Background: an optimization exercise with open tools, aiming at small area. Do not read the settings as production practice. The RTL was checked by simulation tests, not by an equivalence proof against the original design. Power figures rest on the tool's default switching activity, not on a simulated workload.

Design sound, start of the top module:
module sound(sys_CLK, rst, button, replay, key, high, low, audio, light);
Size in the first run: about 830 cells after synthesis, roughly 27 I/O pins, roughly 9100 µm² of cells after synthesis.
==> flow/config.mk <==
export PLATFORM = sky130hd
export DESIGN_NAME = sound
export DESIGN_NICKNAME = sound
export VERILOG_FILES = /design/flow/design.v
export SDC_FILE = /design/flow/constraint.sdc
export NUM_CORES = 4
export LEC_CHECK = 0
export ABC_AREA = 1
export CAP_MARGIN = 20
export CORE_MARGIN = 2
export CORE_UTILIZATION = 40
export SLEW_MARGIN = 20
==> flow/constraint.sdc <==
create_clock -name core_clock -period 10.0 [get_ports {sys_CLK}]
set_input_delay 2.0000 -clock core_clock [delete_from_list [all_inputs] [get_ports {sys_CLK}]]
set_output_delay 2.0000 -clock core_clock [all_outputs]
set_load 0.01 [all_outputs]
standard.sh (not shown) runs the stock make flow with config.mk's settings and CLKGATE_MAP_FILE= SYNTH_SCRIPT=/design/flow/synth_recipe.tcl, a recipe that flattens the netlist after the stock synthesis.
==> flow/flow/run.sh <==
#!/bin/bash
# Own layout flow: the standard layout (standard.sh) with two changes:
#  - synthesis maps the logic with an area-oriented ABC script (abc_area.script
#    here) in place of ORFS's; everything else in synthesis is the standard flow's own
#    (synth_recipe.tcl), so the registers are the standard synthesis's;
#  - clock tree synthesis uses larger sink clusters and no dummy loads
#    (cts_args here);
#  - the input and output ports are buffered with sky130_fd_sc_hd__buf_1.
# Each step's full output goes to a log file in this folder.
set -euo pipefail
W=$(pwd)
rm -rf "$W/scripts_area"
cp -r "$FLOW_HOME/scripts" "$W/scripts_area"
cp "$W/flow/abc_area.script" "$W/scripts_area/abc_area.script"
bash "$W/standard.sh" ABC_AREA=1 SCRIPTS_DIR="$W/scripts_area" synth > "$W/synth.log" 2>&1
export CTS_ARGS="$(cat "$W/flow/cts_args")"
bash "$W/standard.sh" "CTS_ARGS=$CTS_ARGS" \
  "BUFFER_PORTS_ARGS=-buffer_cell sky130_fd_sc_hd__buf_1" > "$W/layout.log" 2>&1
==> flow/flow/abc_area.script <==
strash
&get -n
&deepsyn -T 180
&put
dch -f
map -a
mfs2
strash
dch -f
map -a
==> flow/flow/cts_args <==
-sink_clustering_enable -repair_clock_nets -dont_use_dummy_load -sink_clustering_size 18 -sink_clustering_max_diameter 60 -buf_list sky130_fd_sc_hd__clkbuf_8
Edit:
--- a/flow/flow/run.sh
+++ b/flow/flow/run.sh
@@ -4,3 +4,5 @@
-#    here) in place of ORFS's; everything else in synthesis is the standard flow's own
-#    (synth_recipe.tcl), so the registers are the standard synthesis's;
-#  - clock tree synthesis uses larger sink clusters and no dummy loads
+#    here) in place of ORFS's, and leaves adders to ABC (no half/full adder
+#    cells); everything else in synthesis is the standard flow's own (synth_recipe.tcl),
+#    so the registers are the standard synthesis's;
+#  - clock tree synthesis uses larger sink clusters, a smaller root buffer
+#    and no dummy loads
@@ -15 +17 @@
-bash "$W/standard.sh" ABC_AREA=1 SCRIPTS_DIR="$W/scripts_area" synth > "$W/synth.log" 2>&1
+bash "$W/standard.sh" ABC_AREA=1 SCRIPTS_DIR="$W/scripts_area" ADDER_MAP_FILE= synth > "$W/synth.log" 2>&1
==> flow/flow/abc_area.script (replaced) <==
strash
&get -n
&deepsyn -T 60
&put
dch -f
map -a
mfs2
strash
dch -f
map -a
mfs2
strash
dch -f
amap
==> flow/flow/cts_args (replaced) <==
-sink_clustering_enable -repair_clock_nets -dont_use_dummy_load -sink_clustering_size 18 -sink_clustering_max_diameter 60 -buf_list sky130_fd_sc_hd__clkbuf_8 -root_buf sky130_fd_sc_hd__clkbuf_4
Result: The new run went through all stages and came out clean; register-to-register slack degrades by 1100 ps; critical path depth increases by 11; synthesized cell count decreases by 7.1%; design area decreases by about 4%; wire length decreases by about 4%; total power increases by 1.6%; sequential share of layout area increases by 2.8 points; setup slack degrades by 84 ps; sequential cell count does not change; final cell count decreases by 5.4%.
Edit:
--- a/flow/flow/run.sh
+++ b/flow/flow/run.sh
@@ -7,2 +7 @@
-#  - clock tree synthesis uses larger sink clusters, a smaller root buffer
-#    and no dummy loads
+#  - clock tree synthesis uses larger sink clusters and no dummy loads
==> flow/flow/abc_area.script (replaced) <==
strash
&get -n
&deepsyn -T 60
&put
dch -f
map -a
mfs2
strash
dch -f
map -a
==> flow/flow/cts_args (replaced) <==
-sink_clustering_enable -repair_clock_nets -dont_use_dummy_load -sink_clustering_size 18 -sink_clustering_max_diameter 60 -buf_list sky130_fd_sc_hd__clkbuf_8
After rerunning: The changed run finished clean; total power rises slightly; wire length stays flat; core utilization barely changes; synthesized area rose slightly; critical path depth went down by 13; worst setup slack gets better by 66 ps; via count barely changes; design area grows slightly; clock-buffer cell count is lower by 1; clock power stays flat.
Edit:
--- a/flow/flow/run.sh
+++ b/flow/flow/run.sh
@@ -4,3 +4,2 @@
-#    here) in place of ORFS's, and leaves adders to ABC (no half/full adder
-#    cells); everything else in synthesis is the standard flow's own (synth_recipe.tcl),
-#    so the registers are the standard synthesis's;
+#    here) in place of ORFS's; everything else in synthesis is the standard flow's own
+#    (synth_recipe.tcl), so the registers are the standard synthesis's;
@@ -16 +15 @@
-bash "$W/standard.sh" ABC_AREA=1 SCRIPTS_DIR="$W/scripts_area" ADDER_MAP_FILE= synth > "$W/synth.log" 2>&1
+bash "$W/standard.sh" ABC_AREA=1 SCRIPTS_DIR="$W/scripts_area" synth > "$W/synth.log" 2>&1
==> flow/flow/abc_area.script (replaced) <==
strash
&get -n
&deepsyn -T 180
&put
dch -f
map -a
mfs2
strash
dch -f
map -a
==> flow/flow/cts_args (replaced) <==
-sink_clustering_enable -repair_clock_nets -dont_use_dummy_load -sink_clustering_size 34 -sink_clustering_max_diameter 70 -buf_list sky130_fd_sc_hd__clkbuf_16
=> The new run finished with timing, DRC and antenna clean. Wire length increases by 3.3%. Design area increases by 4.5%. Register-to-register slack gains 750 ps. Hold slack gains 26 ps. Count of clock-buffer cells in the layout decreases by 9. Maximum frequency decreases by 4.1%. Utilization increases by 0.19 points. Worst setup slack loses 220 ps. Sequential share of layout area decreases by 3.0 points. Power is about the same. Clock skew barely changes.

[what the ideal ports hide]
The flow's constraints put no driver on any port. The routed layouts listed below were extracted and timed again, unchanged, in two steps. Step 1 (the two cells are an assumption about what drives the block):
set clk [get_ports {sys_CLK}]
set_driving_cell -lib_cell sky130_fd_sc_hd__clkbuf_16 $clk
set_driving_cell -lib_cell sky130_fd_sc_hd__buf_2 [delete_from_list [all_inputs] $clk]
Step 2 also shifts input and output timing later by t, the mid clock arrival at the registers, as if the neighbouring blocks saw the same clock. a / b / c = no drivers / after step 1 / after step 2; a / b = the first two.
run	t, ns	setup WS [ns]	latest minus earliest clock arrival (ns)
the first run	0.540	4.952 / 4.931 / 4.810	0.037 / 0.036
the second run	0.682	4.868 / 4.886 / 4.204	0.093 / 0.093
the third run	0.532	4.933 / 4.912 / 4.841	0.057 / 0.057
the fourth run	0.516	4.717 / 4.741 / 4.225	0.059 / 0.060
After both steps setup and hold are still met in every run listed. For the second run, which loses most, drivers alone change the setup slack by +0.018 ns; drivers and shift together by -0.664 ns.
